Context: an optimization exercise on an open-source flow, tuned for small area, a short achievable clock period and few clock cycles per item. The choices shown serve that exercise and are no tape-out recipe.
Function was checked by simulation only, so behaviour that the tests miss may differ from the original.

File: flow/config.mk
export PLATFORM = sky130hd
export DESIGN_NAME = xoodoo_nc
export DESIGN_NICKNAME = xoodoo_nc
export VERILOG_FILES = /design/flow/design.v
export SDC_FILE = /design/flow/constraint.sdc
export NUM_CORES = 4
export LEC_CHECK = 0
export CAP_MARGIN = 20
export CORE_MARGIN = 2
export CORE_UTILIZATION = 55
export CTS_CLUSTER_DIAMETER = 100
export CTS_CLUSTER_SIZE = 25
export PLACE_DENSITY = 0.65
export SETUP_SLACK_MARGIN = 4.5
export SLEW_MARGIN = 20
export SYNTH_HIERARCHICAL = 1
File: flow/constraint.sdc
create_clock -name core_clock -period 7.0 [get_ports {clk}]
set_input_delay 1.4000 -clock core_clock [delete_from_list [all_inputs] [get_ports {clk}]]
set_output_delay 1.4000 -clock core_clock [all_outputs]
set_load 0.01 [all_outputs]
File: flow/design.v
module xoodoo_nc #(
    parameter [5:0] CUT = 6'b100101
) (
    input         clk,
    input         rst,    
    input         dv,
    input  [95:0] state,
    output [95:0] out,
    output        out_valid
);
    localparam integer NST = CUT[0] + CUT[1] + CUT[2] + CUT[3] + CUT[4] + 1;
    wire [95:0] h [0:6];
    assign h[0] = state;
    genvar k;
    generate
        for (k = 0; k < 6; k = k + 1) begin : g_half
            wire [95:0] c;
            if (k % 2 == 0) begin : g_a
                xoo_theta #(.RC(k == 0 ? 32'h380 : k == 2 ? 32'hF0 : 32'h1A0))
                    u_theta (.s(h[k]), .o(c));
            end else begin : g_b
                xoo_chi u_chi (.s(h[k]), .o(c));
            end
            if (CUT[k] || k == 5) begin : g_reg
                reg [95:0] r;
                always @(posedge clk) r <= c;
                assign h[k+1] = r;
            end else begin : g_comb
                assign h[k+1] = c;
            end
        end
    endgenerate
    assign out = h[6];
    reg  [NST-1:0] v;
    wire [NST:0]   v_in = {v, dv};
    always @(posedge clk) begin
        if (rst) v <= {NST{1'b0}};
        else     v <= v_in[NST-1:0];
    end
    assign out_valid = v[NST-1];
endmodule
module xoo_xor32 #(
    parameter [31:0] K = 32'h0
) (
    input  [31:0] a,
    input  [31:0] b,
    output [31:0] y
);
    assign y = a ^ b ^ K;
endmodule
module xoo_theta #(
    parameter [31:0] RC = 32'h0
) (
    input  [95:0] s,
    output [95:0] o
);
    wire [31:0] a0 = s[31:0], a1 = s[63:32], a2 = s[95:64];
    wire [31:0] p01, p, e, b0, b1, b2;
    xoo_xor32 u_p01 (.a(a0),  .b(a1), .y(p01));
    xoo_xor32 u_p   (.a(p01), .b(a2), .y(p));
    xoo_xor32 u_e   (.a({p[26:0], p[31:27]}), .b({p[17:0], p[31:18]}), .y(e));
    xoo_xor32 #(.K(RC)) u_b0 (.a(a0), .b(e), .y(b0));
    xoo_xor32 u_b1  (.a(a1), .b(e), .y(b1));
    xoo_xor32 u_b2  (.a(a2), .b(e), .y(b2));
    assign o = {b2[20:0], b2[31:21], b1, b0};
endmodule
module xoo_chi (
    input  [95:0] s,
    output [95:0] o
);
    wire [31:0] a0 = s[31:0], a1 = s[63:32], a2 = s[95:64];
    wire [31:0] b0 = a0 ^ (~a1 & a2);
    wire [31:0] b1 = a1 ^ (~a2 & a0);
    wire [31:0] b2 = a2 ^ (~a0 & a1);
    assign o = {b2[23:0], b2[31:24], b1[30:0], b1[31], b0};
endmodule
File: flow/flow/run.sh
#!/bin/bash
# The standard layout, with plain buffers (not delay cells) on the ports.
set -euo pipefail
bash standard.sh "BUFFER_PORTS_ARGS=-buffer_cell sky130_fd_sc_hd__buf_2" finish > standard.log 2>&1
File: flow/standard.sh
#!/bin/bash
# synth_recipe.tcl (not shown) runs the flow's synth.tcl, then flattens the netlist and writes it again
# the make line also repeats each setting of config.mk as NAME=value (left out here)
make -C /OpenROAD-flow-scripts/flow DESIGN_CONFIG=/design/flow/config.mk WORK_HOME=/design/flow/orfs CLKGATE_MAP_FILE= SYNTH_SCRIPT=/design/flow/synth_recipe.tcl "${@:-finish}"
==> results of run 1 <==
layout make-up:
class,instances,share of cell area [%]
Multi-Input combinational cell,1155,57.1
Timing Repair Buffer,228,6.73
Tap cell,341,2.32
Clock buffer,15,2.04
Sequential cell,291,31.7
Clock inverter,2,0.0749
layer usage:
metal  GRT usage (%)  vias to the layer above
met4            12.0                        0
li1                -                     4776
met3            3.00                       57
met1            30.3                     4339
met2            48.7                      208
met5               0                        -
per-module statistics from Yosys, one instance, submodules excluded, excerpt:
module,area [um2],cells inside,flops+latches,times used
xoo_chi,1440,192,0,3
xoo_xor32,280,32,0,15
xoodoo_nc,5840,294,291,1
path summary, 6_finish.rpt:
| check | to | depth (start not counted) |
|---|---|---|
| worst max register to register | g_half[5].g_reg.r[90]$_DFF_P_ | 10 |
| worst min-delay path | v[2]$_SDFF_PP0_ | 1 |
| worst max-delay path | g_half[5].g_reg.r[90]$_DFF_P_ | 10 |
| worst min register to register | v[2]$_SDFF_PP0_ | 1 |
logic make-up after synthesis:
group                     Yosys count
DFF                               291
and+or+nand+nor                   291
xor gates and xnor gates          864
cells in the final DEF, fill, tap and decap left out:
cell / count
buf_12: 1
buf_2: 195
buf_4: 32
clkbuf_16: 15
clkinv_2: 1
clkinv_4: 1
dfxtp_1: 291
nand2b_1: 288
nor2b_1: 3
xnor2_1: 246
xnor2_2: 52
xor2_1: 480
xor2_2: 79
xor2_4: 7
registers in the layout, indices dropped and copies added, names as in the netlist:
| name | cells |
|---|---|
| v | 3 |
| g_half.g_reg.r | 288 |
worst max-delay path, stage by stage (launching register included):
cell and delay, ns:
dfxtp_1 0.35, nand2b_1 0.18, xnor2_2 0.29, xor2_1 0.28, xor2_2 0.25, buf_4 0.17, xor2_2 0.13, buf_4 0.19
xor2_1 0.27, nand2b_1 0.17, xnor2_1 0.13
through the flow:
| step | utilization (%) | instances | setup slack (ns) |
|---|---|---|---|
| 6_report | 68.0 | 2032 | 4.50 |
| 5_1_grt | 68.0 | 2032 | 4.37 |
| 4_1_cts | 64.9 | 2003 | 4.42 |
| 3_5_place_dp | 61.5 | 1982 | 4.06 |
| 3_3_place_gp | 61.5 | 1982 | 4.09 |
| 2_1_floorplan | - | 1446 | 4.67 |
repair_timing:
| action | CTS | global route |
|---|---|---|
| setup buffers | 4 | 29 |
| gates resized for setup | 65 | 80 |
| setup endpoints to repair | 93 | 96 |
| pin swaps | 3 | 14 |
==> flow_metrics.tcl, run 1 <==
set metrics [dict create \
    outcome "timing/DRC/antenna clean" \
    cts_buffers 15 \
    endpoint_kind "flip-flop" \
    clock_path_buffers 3 \
    grt_pass1_wl_um 55000 \
    cts_hold_buffers 0 \
    synth-edff-count 0 \
    crit_required_ns 7.42 \
    hpwl_um 33700 \
    min_period_ns 2.50 \
    synth_top_family_by_area "XOR/XNOR gates" \
    wl_met2_um 19700 \
    io_pins 196 \
    multi_input_area_um2 10500 \
    stdcell_area_um2 18400 \
    antenna_found_initial 0 \
    cap_violations 0 \
    synth_top_cell_by_area "dfxtp_1" \
    wl_met3_um 1250 \
    die_height_um 170 \
    top_layer "met4" \
    synthMuxAreaShare_pct 0 \
    core_area_um2 27000 \
    numClockSinks 291 \
    drtIter0Drc 308 \
    die_area_um2 29000 \
    fp-row-count 60 \
    rsz0062_at_grt "true" \
    yosysMostFrequentCell "xor2_1" \
    io_buffer_count 195 \
    grt_overflow 0 \
    hold_violations 0 \
    cts_tree "done" \
    synthFlopType "dfxtp_1" \
    synthesis.area_um2 15200 \
    die_w_um 170 \
    syn_to_final_growth_pct 20.8 \
    synth-simple-area-share_pct 12.0 \
    syn_inst 1446 \
    initial_core_util_pct 56.3 \
    crit_fanout 3 \
    regArea_um2 5830 \
    startpoint_type "flip-flop" \
    synth-xor-area-share_pct 49.7 \
    cts_root_buffer "clkbuf_16" \
    avgSynthCellArea_um2 10.5 \
    drc 0 \
    cp.arrival_ns 2.92 \
    grt_max_degree 26 \
    grt_pass1_vias 9389 \
    crit_type "flip-flop to flip-flop" \
    async_flop_share_pct 0 \
    first_pass_iters 4 \
    viasPerCell 4.62 \
    hold_start "v[1]$_SDFF_PP0_" \
    final-setup-viol-count 0 \
    drive_above_1_share_pct 22.6 \
    place_area_um2 16600 \
    gp_congestion 0.879 \
    drv_slew 0 \
    clk_pin_slew_worst_paths_ns 0.09 \
    r2r_slack_ns 4.50 \
    synth.top_cell.area_share_pct 38.3 \
    wl_met1_um 15500 \
    vias 9380 \
    fin_setup_tns_ns 0 \
    synth.distinct_cells 5 \
    synthesis.nets 1545 \
    track_usage_pct 26.3 \
    yosys-top-cells-area "dfxtp_1 (38%), xor2_1 (33%), xnor2_1 (17%)" \
    drt-total-wl_um 38100 \
    tightest_slew_ns 0.771 \
    fill_cells 2150 \
    synth.yosys.warnings 7 \
    reg2reg_from "g_half[2].g_reg.r[76]$_DFF_P_" \
    period_share_pct 35.7 \
    ys_seq_area_share_pct 38.3 \
    synth-compound-area-share_pct 0 \
    skew_ns 0.0151 \
    diodes 0 \
    hold_slack_ns 0.450 \
    crit_path_start "g_half[2].g_reg.r[76]$_DFF_P_" \
    synthTopCellsByCount "xor2_1 (566), xnor2_1 (298), dfxtp_1 (291)" \
    ys_ff_latch 291 \
    cts_max_level 1 \
    finalNetCount 1790 \
    worst_skew_pair.late_latency_ns 0.50 \
    drtAntennaViolNets 0 \
    synth_fa_ha_area_share_pct 0 \
    max-slew-margin-rel_pct 48.2 \
    routedWlPerCell_um 18.8 \
    hold_path.class "flip-flop to flip-flop" \
    max_freq_mhz 400 \
]
Testbench counts, summed over its fixed seeds: cycles 16,016, items 16,000.
==> run 2, diff against run 1 <==
==> flow/flow/run.sh (replaced) <==
#!/bin/bash
# The standard layout, with plain buffers (not delay cells) on the ports.
set -euo pipefail
bash standard.sh "BUFFER_PORTS_ARGS=-buffer_cell sky130_fd_sc_hd__buf_1" finish > standard.log 2>&1
--- a/flow/config.mk
+++ b/flow/config.mk
@@ -7,10 +7,9 @@
 export LEC_CHECK = 0
 export CAP_MARGIN = 20
 export CORE_MARGIN = 2
-export CORE_UTILIZATION = 55
+export CORE_UTILIZATION = 40
 export CTS_CLUSTER_DIAMETER = 100
 export CTS_CLUSTER_SIZE = 25
-export PLACE_DENSITY = 0.65
 export SETUP_SLACK_MARGIN = 4.5
 export SLEW_MARGIN = 20
 export SYNTH_HIERARCHICAL = 1
==> flow_metrics.tcl, run 2 <==
set metrics [dict create \
    grt_pass1_vias 9449 \
    drtAntennaViolNets 0 \
    routedWlPerCell_um 18.4 \
    worstReg2RegEnd "g_half[5].g_reg.r[13]$_DFF_P_" \
    drc 0 \
    numClockSinks 291 \
    fin_util_pct 49.5 \
    max-slew-margin-rel_pct 48.3 \
    hold_violations 0 \
    tightest_slew_ns 0.769 \
    synth_top_cell_by_area "dfxtp_1" \
    yosysMostFrequentCell "xor2_1" \
    place_area_um2 16600 \
    gp_congestion 0.894 \
    stdcell_area_um2 18600 \
    drt-total-wl_um 40500 \
    cts_tree "done" \
    core_area_um2 37600 \
    synthTopCellsByCount "xor2_1 (566), xnor2_1 (298), dfxtp_1 (291)" \
    viasPerCell 4.22 \
    synth.distinct_cells 5 \
    yosys-top-cells-area "dfxtp_1 (38%), xor2_1 (33%), xnor2_1 (17%)" \
    synth.yosys.warnings 7 \
    avgSynthCellArea_um2 10.5 \
    crit_path_start "g_half[2].g_reg.r[21]$_DFF_P_" \
    finalNetCount 1787 \
    min_period_ns 2.50 \
    clock_path_buffers 3 \
    cts_root_buffer "clkbuf_16" \
    endpoint_kind "flip-flop" \
    crit_slowest_cell "xnor2_1" \
    grt_overflow 0 \
    largest_reg_flops 288 \
    die_height_um 199 \
    finalWorstSetupSlack_ns 4.50 \
    crit_path_cell_trace "nand2b_1, xnor2_1, xor2_2, buf_4, xor2_2, xor2_1, nand2b_1, xnor2_1" \
    layout_top_registers "g_half.g_reg.r (288), v (3)" \
    most-common-layout-cells "xor2_1 (465), dfxtp_1 (291), nand2b_1 (288)" \
    async_flop_share_pct 0 \
    max_freq_mhz 401 \
    hpwl_um 36100 \
    rsz0062_at_grt "true" \
    antenna_found_initial 0 \
    cts_max_level 1 \
    post-place-ws_ns 3.90 \
    crit_type "flip-flop to flip-flop" \
    worstRegToRegCells 8 \
    outcome "timing/DRC/antenna clean" \
    initial_core_util_pct 40.5 \
    drive_above_1_share_pct 12.2 \
    period_share_pct 35.7 \
    synthesis.nets 1545 \
    r2r_slack_ns 4.50 \
    drtIter0Drc 275 \
    crit_fanout 3 \
    first_pass_iters 4 \
    drv_slew 0 \
    io_buffer_count 195 \
    io_pins 196 \
    die_w_um 199 \
    grt_pass1_wl_um 58300 \
    ys_seq_area_share_pct 38.3 \
    top_register "g_half.g_reg.r" \
    die_area_um2 39600 \
    clk_pin_slew_worst_paths_ns 0.11 \
    crit_required_ns 7.41 \
    synth.top_cell.area_share_pct 38.3 \
    cp.arrival_ns 2.90 \
    fp-row-count 71 \
    final-setup-viol-count 0 \
    grt_max_degree 26 \
    synthesis.area_um2 15200 \
    cts_buffers 16 \
    skew_ns 0.0391 \
    startpoint_type "flip-flop" \
    synthFlopType "dfxtp_1" \
    ys_ff_latch 291 \
    crit_path_end "g_half[5].g_reg.r[13]$_DFF_P_" \
    synth-edff-count 0 \
    vias 9307 \
    cap_violations 0 \
    final_common_cell "xor2_1" \
    track_usage_pct 20.5 \
    reg2reg_from "g_half[2].g_reg.r[21]$_DFF_P_" \
    syn_to_final_growth_pct 22.4 \
    fin_setup_tns_ns 0 \
    worst_skew_pair.late_latency_ns 0.52 \
    diodes 0 \
    syn_inst 1446 \
    hold_path.class "flip-flop to flip-flop" \
    cp_slowest_stage_delay_ns 0.61 \
]
## run 2: through the flow
stage	cells	hold slack, ns
floorplan	1446	0.414
global placement	2152	0.425
detailed placement	2152	0.437
CTS	2186	0.455
global route	2204	0.481
finish	2204	0.447
## run 2: worst min-delay path by stage
stage                               start         endpoint  slack, ns  cells past startpoint
after detailed placement  v[0]$_SDFF_PP0_  v[1]$_SDFF_PP0_       0.44                      1
after global routing      v[1]$_SDFF_PP0_  v[2]$_SDFF_PP0_       0.48                      1
after global placement    v[1]$_SDFF_PP0_  v[2]$_SDFF_PP0_       0.43                      1
after CTS                 v[1]$_SDFF_PP0_  v[2]$_SDFF_PP0_       0.46                      1
after floorplan           v[0]$_SDFF_PP0_  v[1]$_SDFF_PP0_       0.41                      1
final                     v[1]$_SDFF_PP0_  v[2]$_SDFF_PP0_       0.45                      1
## run 2: worst max-delay path, delay by kind of cell, from the launching register on
family                 cells  cell delay (ns)
XOR/XNOR                   5             1.54
flip-flops                 1             0.36
AND/OR/NAND/NOR            2             0.28
buffers and inverters      1             0.19
## run 2: cell families (layout without fill, tap and decap cells)
kind of cell / after synthesis / count (layout) / share of synthesized area, %
xor+xnor: 864 / 864 / 49.7
buf+inv: 0 / 247 / 0
flops: 291 / 291 / 38.3
simple gates: 291 / 291 / 12.0
## run 2: modules after synthesis, one instance, submodules excluded, a selection
module | cells | cell area [um2]
xoo_xor32 | 32 | 280
xoo_chi | 192 | 1440
xoodoo_nc | 294 | 5840
## run 2: metal layers
layer | GRT usage [%] | share of wire [%]
met5 | 0 | 0
met4 | 7.71 | 4.1
met3 | 2.83 | 3.7
met2 | 35.7 | 48
met1 | 25.6 | 44
## run 2: final cells by class
cell class	count	area (um2)
multi-input cells	1155	10700
clock buffers	18	429
repair buffers	224	975
clock inverters	5	41.3
well taps	511	639
flip-flops and latches	291	5830
fillers	3507	19000
## run 2: repair_timing
action / CTS / global route
setup buffers: 11 / 18
hold buffers: 0 / 0
pin swaps: 6 / 8
gates resized for setup: 71 / 98
setup endpoints to repair: 96 / 100
==> run 3, diff against run 2 <==
==> flow/flow/run.sh (replaced) <==
#!/bin/bash
# The standard layout, with plain buffers (not delay cells) on the ports and
# no dummy loads in the clock tree.
set -euo pipefail
bash standard.sh "BUFFER_PORTS_ARGS=-buffer_cell sky130_fd_sc_hd__buf_2" \
  "CTS_ARGS=-sink_clustering_enable -repair_clock_nets -dont_use_dummy_load -sink_clustering_size 25 -sink_clustering_max_diameter 100" \
  finish > standard.log 2>&1
==> flow_metrics.tcl, run 3 <==
set metrics [dict create \
    synth.yosys.warnings 7 \
    largest_reg_flops 288 \
    synthesis.area_um2 15200 \
    cts_tree "done" \
    rsz0062_at_grt "true" \
    synthFlopType "dfxtp_1" \
    routedWlPerCell_um 18.5 \
    crit_path_frequent_cell "xor2_2" \
    drt-total-wl_um 40600 \
    grt_pass1_vias 9398 \
    clock_path_buffers 3 \
    initial_core_util_pct 40.5 \
    drtAntennaViolNets 0 \
    post-place-ws_ns 3.96 \
    crit_type "flip-flop to flip-flop" \
    cts_buffers 16 \
    layout_top_registers "g_half.g_reg.r (288), v (3)" \
    crit_required_ns 7.38 \
    outcome "timing/DRC/antenna clean" \
    avgSynthCellArea_um2 10.5 \
    fin_util_pct 50.0 \
    endpoint_kind "flip-flop" \
    vias 9215 \
    finalWorstSetupSlack_ns 4.55 \
    most-common-layout-cells "xor2_1 (463), dfxtp_1 (291), nand2b_1 (288)" \
    fill_cells 3446 \
    fp-row-count 71 \
    numClockSinks 291 \
    period_share_pct 35.0 \
    grt_max_degree 26 \
    synth_top_cell_by_area "dfxtp_1" \
    clk_pin_slew_worst_paths_ns 0.09 \
    synth.top_cell.area_share_pct 38.3 \
    synth.distinct_cells 5 \
    grt_pass1_wl_um 58400 \
    viasPerCell 4.19 \
    top_layer "met4" \
    cp.arrival_ns 2.83 \
    synth-edff-count 0 \
    cts_hold_buffers 0 \
    async_flop_share_pct 0 \
    yosys-top-cells-area "dfxtp_1 (38%), xor2_1 (33%), xnor2_1 (17%)" \
    critPathBufInv 0 \
    final-setup-viol-count 0 \
    max-slew-margin-rel_pct 52.8 \
    io_pins 196 \
    track_usage_pct 20.7 \
    crit_path_cell_trace "nand2b_1, xnor2_1, xor2_1, xor2_2, xor2_2, xor2_2, nand2b_1, xnor2_1" \
    max_freq_mhz 408 \
    crit_slowest_cell "xor2_2" \
    tightest_slew_ns 0.703 \
    drive_above_1_share_pct 23.7 \
    cts_max_level 1 \
    drtIter0Drc 273 \
    path_delay_family "XOR/XNOR gates" \
    diodes 0 \
    wl_met1_um 17700 \
    cap_violations 0 \
    core_area_um2 37600 \
    die_height_um 199 \
    cp_slowest_stage_delay_ns 0.39 \
    ys_ff_latch 291 \
    finalNetCount 1787 \
    drv_slew 0 \
    finalNonFillerCells 2197 \
    dp.cells 2152 \
    io_buffer_count 195 \
    ys_seq_area_share_pct 38.3 \
    syn_inst 1446 \
    first_pass_iters 4 \
    syn_to_final_growth_pct 23.5 \
    skew_ns 0.0408 \
    hold_path.class "flip-flop to flip-flop" \
    drc 0 \
    gp_congestion 0.912 \
    startpoint_type "flip-flop" \
    hold_violations 0 \
    min_period_ns 2.45 \
    synthTopCellsByCount "xor2_1 (566), xnor2_1 (298), dfxtp_1 (291)" \
    fin_setup_tns_ns 0 \
    synthesis.nets 1545 \
    worst_skew_pair.late_latency_ns 0.51 \
    wl_met2_um 19700 \
    wl_met3_um 1510 \
    final_common_cell "xor2_1" \
    hpwl_um 36400 \
    cts_root_buffer "clkbuf_16" \
    crit_fanout 3 \
    top_register "g_half.g_reg.r" \
    die_area_um2 39600 \
    grt_overflow 0 \
    yosysMostFrequentCell "xor2_1" \
    antenna_found_initial 0 \
    die_w_um 199 \
]
==> run 3: cell counts after synthesis <==
Identical to the previous run, type by type.
==> run 3: stage by stage <==
step | area, um2 | hold slack [ns]
finish | 18800 | 0.459
global route | 18800 | 0.461
CTS | 17900 | 0.458
detailed placement | 16800 | 0.423
global placement | 16800 | 0.431
floorplan | 15200 | 0.414
==> run 3: worst paths after layout <==
| path | startpoint | depth (start not counted) | endpoint | slack, ns |
|---|---|---|---|---|
| setup / recovery | g_half[2].g_reg.r[91]$_DFF_P_ | 8 | g_half[5].g_reg.r[82]$_DFF_P_ | 4.55 |
| hold / removal | v[1]$_SDFF_PP0_ | 1 | v[2]$_SDFF_PP0_ | 0.46 |
| setup reg to reg | g_half[2].g_reg.r[91]$_DFF_P_ | 8 | g_half[5].g_reg.r[82]$_DFF_P_ | 4.55 |
| hold reg to reg | v[1]$_SDFF_PP0_ | 1 | v[2]$_SDFF_PP0_ | 0.46 |
==> run 3: per-module statistics from Yosys, one instance, submodules excluded, a selection <==
module     cell area [um2]  copies in the design  cells  flops+latches
xoodoo_nc             5840                     1    294            291
xoo_xor32              280                    15     32              0
xoo_chi               1440                     3    192              0
==> run 3: cells by family after synthesis <==
logic type	Yosys count	share of synthesized area [%]
xor+xnor	864	49.7
flops	291	38.3
simple gates	291	12.0
==> run 3: what timing repair did <==
action,in CTS,in global routing
buffers inserted,9,20
pin swaps,2,8
resized for setup,74,98
setup endpoints to repair,95,95
==> run 3: worst register-to-register path, stage by stage (launching register included) <==
cell and delay, ns:
dfxtp_1 0.36, nand2b_1 0.17, xnor2_1 0.31, xor2_1 0.26
xor2_2 0.35, xor2_2 0.39, xor2_2 0.26, nand2b_1 0.11
xnor2_1 0.14
==> run 3: routing by layer <==
layer	GRT usage (%)	vias to the layer above
met2	36.0	200
met4	8.35	0
li1	-	4750
met1	25.6	4206
met5	0	-
met3	2.85	59
==> run 3: layout make-up <==
cell class	count	area, um2	share of cell area (%)
flip-flops and latches	291	5830	31.0
multi-input cells	1155	10700	57.1
repair buffers	224	1210	6.42
well taps	511	639	3.40
clock buffers	16	400	2.13
==> run 4, diff against run 3 <==
--- a/flow/config.mk
+++ b/flow/config.mk
@@ -8,8 +8,6 @@
 export CAP_MARGIN = 20
 export CORE_MARGIN = 2
 export CORE_UTILIZATION = 40
-export CTS_CLUSTER_DIAMETER = 100
-export CTS_CLUSTER_SIZE = 25
-export SETUP_SLACK_MARGIN = 4.5
+export SETUP_SLACK_MARGIN = 4.55
 export SLEW_MARGIN = 20
 export SYNTH_HIERARCHICAL = 1
==> flow_metrics.tcl, run 4 <==
set metrics [dict create \
    antenna_found_initial 0 \
    synth.yosys.warnings 7 \
    syn_to_final_growth_pct 27.5 \
    fill_cells 3389 \
    crit_type "flip-flop to flip-flop" \
    synthesis.area_um2 15200 \
    core_area_um2 37600 \
    cp.arrival_ns 2.86 \
    synth-compound-area-share_pct 0 \
    top_register "g_half.g_reg.r" \
    routedWlPerCell_um 18.5 \
    cts_tree "done" \
    layout_top_registers "g_half.g_reg.r (288), v (3)" \
    drtAntennaViolNets 0 \
    synthFlopType "dfxtp_1" \
    drv_slew 0 \
    fp-row-count 71 \
    min_period_ns 2.44 \
    grt_max_degree 26 \
    cts_buffers 16 \
    avgSynthCellArea_um2 10.5 \
    synth-simple-area-share_pct 12.0 \
    crit_required_ns 7.41 \
    fin_setup_tns_ns 0 \
    ys_ff_latch 291 \
    synthesis.nets 1545 \
    drtIter0Drc 258 \
    viasPerCell 4.22 \
    largest_reg_flops 288 \
    clk_pin_slew_worst_paths_ns 0.09 \
    synthTopCellsByCount "xor2_1 (566), xnor2_1 (298), dfxtp_1 (291)" \
    drive_above_1_share_pct 27.0 \
    cts_root_buffer "clkbuf_16" \
    hold_path.class "flip-flop to flip-flop" \
    synth_fa_ha_area_share_pct 0 \
    hold_slack_ns 0.459 \
    outcome "timing/DRC/antenna clean" \
    grt_pass1_wl_um 59100 \
    synthMuxAreaShare_pct 0 \
    worst_skew_pair.late_latency_ns 0.51 \
    synth.top_cell.area_share_pct 38.3 \
    synth.distinct_cells 5 \
    crit_fanout 3 \
    synth-xor-area-share_pct 49.7 \
    io_pins 196 \
    gp_congestion 0.912 \
    vias 9347 \
    die_area_um2 39600 \
    initial_core_util_pct 40.5 \
    skew_ns 0.0407 \
    hold_violations 0 \
    ys_seq_area_share_pct 38.3 \
    track_usage_pct 20.7 \
    max_freq_mhz 409 \
    grt_pass1_vias 9447 \
    drc 0 \
    period_share_pct 34.9 \
    first_pass_iters 4 \
    most-common-layout-cells "xor2_1 (440), dfxtp_1 (290), nand2b_1 (287)" \
    cts_max_level 1 \
    die_w_um 199 \
    max-slew-margin-rel_pct 51.1 \
    diodes 0 \
    clock_path_buffers 3 \
    rsz0062_at_grt "true" \
    grt_overflow 0 \
    hpwl_um 36400 \
    synth_top_cell_by_area "dfxtp_1" \
    endpoint_kind "flip-flop" \
    cts_hold_buffers 0 \
    startpoint_type "flip-flop" \
    final-setup-viol-count 0 \
    syn_inst 1446 \
    yosysMostFrequentCell "xor2_1" \
    final_common_cell "xor2_1" \
    die_height_um 199 \
    yosys-top-cells-area "dfxtp_1 (38%), xor2_1 (33%), xnor2_1 (17%)" \
    async_flop_share_pct 0 \
    numClockSinks 291 \
    drt-total-wl_um 41100 \
    finalNetCount 1806 \
    synth-edff-count 0 \
    tightest_slew_ns 0.728 \
    synth_top_family_by_area "XOR/XNOR gates" \
    cap_violations 0 \
    io_buffer_count 195 \
]
## run 4: kinds of logic after synthesis
| logic type | after synthesis |
|---|---|
| xor gates and xnor gates | 864 |
| DFF | 291 |
| and+or+nand+nor | 291 |
## run 4: through the flow
step / std cells / setup WS, ns / utilization (%) / cell area [um2]
global placement: 2152 / 4.00 / 44.8 / 16800
finish: 2216 / 4.56 / 51.6 / 19400
global route: 2216 / 4.46 / 51.6 / 19400
CTS: 2183 / 4.47 / 48.1 / 18100
detailed placement: 2152 / 3.96 / 44.8 / 16800
floorplan: 1446 / 4.67 / - / 15200
## run 4: critical path, stage by stage (launching register included)
cell and delay, ns:
dfxtp_1 0.36, nand2b_1 0.19, xnor2_2 0.30, xor2_1 0.26
xor2_2 0.14, buf_4 0.19, xor2_4 0.27, xor2_1 0.32
nand2b_1 0.12, xnor2_1 0.22
## run 4: final timing paths
path                                        end  slack, ns                          start  cells after the start
hold reg to reg                 v[2]$_SDFF_PP0_       0.46                v[1]$_SDFF_PP0_                      1
hold / removal                  v[2]$_SDFF_PP0_       0.46                v[1]$_SDFF_PP0_                      1
setup reg to reg  g_half[5].g_reg.r[94]$_DFF_P_       4.56  g_half[2].g_reg.r[71]$_DFF_P_                      9
setup / recovery  g_half[5].g_reg.r[94]$_DFF_P_       4.56  g_half[2].g_reg.r[71]$_DFF_P_                      9
## run 4: repair_timing
item	CTS	global route
endpoints found under the setup margin	99	104
resized for setup	95	131
pin swaps	2	29
setup buffers	15	33
## run 4: metal layers
layer	global-route usage [%]	up-vias	wire length, um	share of wire [%]
met4	3.70	0	811	2.0
met2	38.4	175	20900	51
li1	-	4767	-	-
met5	0	-	0	0
met1	26.1	4364	18100	44
met3	2.12	41	1270	3.1
## run 4: per-module statistics from Yosys, one instance, submodules excluded, excerpt
| module | area [um2] | times used | flops+latches | cells inside |
|---|---|---|---|---|
| xoodoo_nc | 5840 | 1 | 291 | 294 |
| xoo_xor32 | 280 | 15 | 0 | 32 |
| xoo_chi | 1440 | 3 | 0 | 192 |
## run 4: final cells by class
type | count | area [um2] | area share [%]
flip-flops and latches | 291 | 5830 | 30.0
multi-input cells | 1155 | 11200 | 57.5
repair buffers | 243 | 1380 | 7.10
clock buffers | 16 | 400 | 2.06
well taps | 511 | 639 | 3.30
==> run 5, diff against run 4 <==
==> flow/flow/run.sh (replaced) <==
#!/bin/bash
# The standard layout, with plain buffers (not delay cells) on the ports and
# no dummy loads in the clock tree.
set -euo pipefail
bash standard.sh "BUFFER_PORTS_ARGS=-buffer_cell sky130_fd_sc_hd__buf_2" \
  "CTS_ARGS=-sink_clustering_enable -repair_clock_nets -dont_use_dummy_load -sink_clustering_size 30 -sink_clustering_max_diameter 120" \
  finish > standard.log 2>&1
--- a/flow/config.mk
+++ b/flow/config.mk
@@ -8,6 +8,6 @@
 export CAP_MARGIN = 20
 export CORE_MARGIN = 2
 export CORE_UTILIZATION = 40
-export SETUP_SLACK_MARGIN = 4.55
+export SETUP_SLACK_MARGIN = 4.5
 export SLEW_MARGIN = 20
 export SYNTH_HIERARCHICAL = 1
==> flow_metrics.tcl, run 5 <==
set metrics [dict create \
    skew_ns 0.0149 \
    ys_seq_area_share_pct 38.3 \
    cp.arrival_ns 2.82 \
    hpwl_um 36400 \
    cp_slowest_stage_delay_ns 0.44 \
    synth_top_cell_by_area "dfxtp_1" \
    syn_inst 1446 \
    hold_path.class "flip-flop to flip-flop" \
    avgSynthCellArea_um2 10.5 \
    io_buffer_count 195 \
    numClockSinks 291 \
    drtAntennaViolNets 0 \
    cap_violations 0 \
    crit_slowest_cell "dfxtp_1" \
    die_w_um 199 \
    track_usage_pct 20.6 \
    most-common-layout-cells "xor2_1 (469), dfxtp_1 (291), nand2b_1 (288)" \
    die_height_um 199 \
    cts_max_level 1 \
    period_share_pct 34.9 \
    synthFlopType "dfxtp_1" \
    ys_ff_latch 291 \
    grt_pass1_wl_um 58700 \
    synthesis.area_um2 15200 \
    worst_skew_pair.late_latency_ns 0.50 \
    fill_cells 3452 \
    clock_path_buffers 3 \
    antenna_found_initial 0 \
    clk_pin_slew_worst_paths_ns 0.11 \
    gp_congestion 0.912 \
    r2r_slack_ns 4.56 \
    drc 0 \
    synth.yosys.warnings 7 \
    outcome "timing/DRC/antenna clean" \
    synthTopCellsByCount "xor2_1 (566), xnor2_1 (298), dfxtp_1 (291)" \
    synth.distinct_cells 5 \
    synthesis.nets 1545 \
    async_flop_share_pct 0 \
    top_register "g_half.g_reg.r" \
    regArea_um2 5830 \
    crit_required_ns 7.38 \
    yosysMostFrequentCell "xor2_1" \
    viasPerCell 4.21 \
    startpoint_type "flip-flop" \
    routedWlPerCell_um 18.5 \
    multi_input_area_um2 10700 \
    crit_fanout 3 \
    min_period_ns 2.44 \
    grt_max_degree 31 \
    drive_above_1_share_pct 23.1 \
    synth.top_cell.area_share_pct 38.3 \
    fin_setup_tns_ns 0 \
    cts_buffers 13 \
    rsz0062_at_grt "true" \
    drt-total-wl_um 40600 \
    drv_slew 0 \
    die_area_um2 39600 \
    post-place-ws_ns 3.96 \
    drtIter0Drc 312 \
    final-setup-viol-count 0 \
    initial_core_util_pct 40.5 \
    grt_pass1_vias 9351 \
    layout_top_registers "g_half.g_reg.r (288), v (3)" \
    finalWorstSetupSlack_ns 4.56 \
    cts_tree "done" \
    finalNetCount 1784 \
    hold_violations 0 \
    syn_to_final_growth_pct 22.6 \
    core_area_um2 37600 \
    final_common_cell "xor2_1" \
    first_pass_iters 4 \
    max_freq_mhz 409 \
    largest_reg_flops 288 \
    crit_path_cell_trace "nand2b_1, xnor2_2, xor2_1, xor2_2, buf_4, xor2_2, xor2_1, nand2b_1, xnor2_1" \
    max-slew-margin-rel_pct 51.5 \
    io_pins 196 \
    yosys-top-cells-area "dfxtp_1 (38%), xor2_1 (33%), xnor2_1 (17%)" \
    cts_root_buffer "clkbuf_16" \
    synth-edff-count 0 \
    diodes 0 \
    crit_type "flip-flop to flip-flop" \
    tightest_slew_ns 0.722 \
    grt_overflow 0 \
    vias 9238 \
    fp-row-count 71 \
    endpoint_kind "flip-flop" \
]
run 5: layer usage:
metal / vias to the layer above / routed length, um / track usage [%]
li1: 4745 / - / -
met1: 4284 / 18100 / 25.9
met2: 180 / 20700 / 38.2
met3: 29 / 1130 / 2.07
met4: 0 / 726 / 3.70
met5: - / 0 / 0
run 5: what timing repair did:
item / CTS / global route
endpoints found under the setup margin: 94 / 96
setup buffers: 7 / 22
hold buffers: 0 / 0
pin swaps: 2 / 7
gates resized for setup: 64 / 100
run 5: cell type report:
cell class / instances / area share (%)
clock buffer: 13 / 1.74
multi-input combinational: 1155 / 57.2
sequential: 291 / 31.2
tap: 511 / 3.43
timing repair buffer: 224 / 6.40
run 5: final timing paths:
| kind | from | to | cells past startpoint |
|---|---|---|---|
| worst max-delay path | g_half[2].g_reg.r[12]$_DFF_P_ | g_half[5].g_reg.r[67]$_DFF_P_ | 9 |
| worst min-delay path | v[0]$_SDFF_PP0_ | v[1]$_SDFF_PP0_ | 1 |
| worst max register to register | g_half[2].g_reg.r[12]$_DFF_P_ | g_half[5].g_reg.r[67]$_DFF_P_ | 9 |
| worst min register to register | v[0]$_SDFF_PP0_ | v[1]$_SDFF_PP0_ | 1 |
run 5: Yosys stat by module (local to each module, per instance), excerpt:
module | cells inside | flops+latches | copies in the design
xoo_xor32 | 32 | 0 | 15
xoodoo_nc | 294 | 291 | 1
xoo_chi | 192 | 0 | 3
run 5: cells by family after synthesis:
kind of cell / count (synthesis) / synth area share, %
xor+xnor: 864 / 49.7
flops: 291 / 38.3
simple gates: 291 / 12.0
run 5: per-stage QoR:
step                      utilization, %  instances  instance area, um2  hold slack [ns]
after global routing                49.6       2194               18600            0.465
after CTS                           47.1       2172               17700            0.461
after global placement              44.8       2152               16800            0.431
after floorplan                        -       1446               15200            0.414
after detailed placement            44.8       2152               16800            0.423
final                               49.6       2194               18600            0.464
run 5: critical path, delay by kind of cell, from the launching register on:
kind          cells  cell delay [ns]
xor+xnor          6             1.43
buf+inv           1             0.20
flops             1             0.44
simple gates      2             0.24

[what the ideal ports hide]
The results above use ideal ports. As a check the final layouts listed here were re-extracted and re-timed, cells and wires unchanged.
Step 1 (the two cells are an assumption about what drives the block):
set clk [get_ports {clk}]
set_driving_cell -lib_cell sky130_fd_sc_hd__clkbuf_16 $clk
set_driving_cell -lib_cell sky130_fd_sc_hd__buf_2 [delete_from_list [all_inputs] $clk]
Step 2, shift: input delay + t, output delay - t, t = (earliest + latest rising clock arrival at the registers) / 2. This alone moves slack from input paths to output paths.
a / b / c = ideal ports / drivers / drivers and shift; a / b = the first two.
run	t, ns	setup WS [ns]	latest minus earliest clock arrival (ns)
run 1	0.540	4.498 / 4.498 / 4.048	0.016 / 0.015
run 2	0.554	4.504 / 4.504 / 4.018	0.040 / 0.040
run 3	0.544	4.551 / 4.551 / 4.051	0.041 / 0.042
run 4	0.546	4.556 / 4.556 / 4.090	0.041 / 0.040
run 5	0.546	4.555 / 4.555 / 4.093	0.017 / 0.017
After both steps setup and hold are still met in every run listed. For run 3, which loses most, drivers alone change the setup slack by 0.000 ns; drivers and shift together by -0.500 ns.
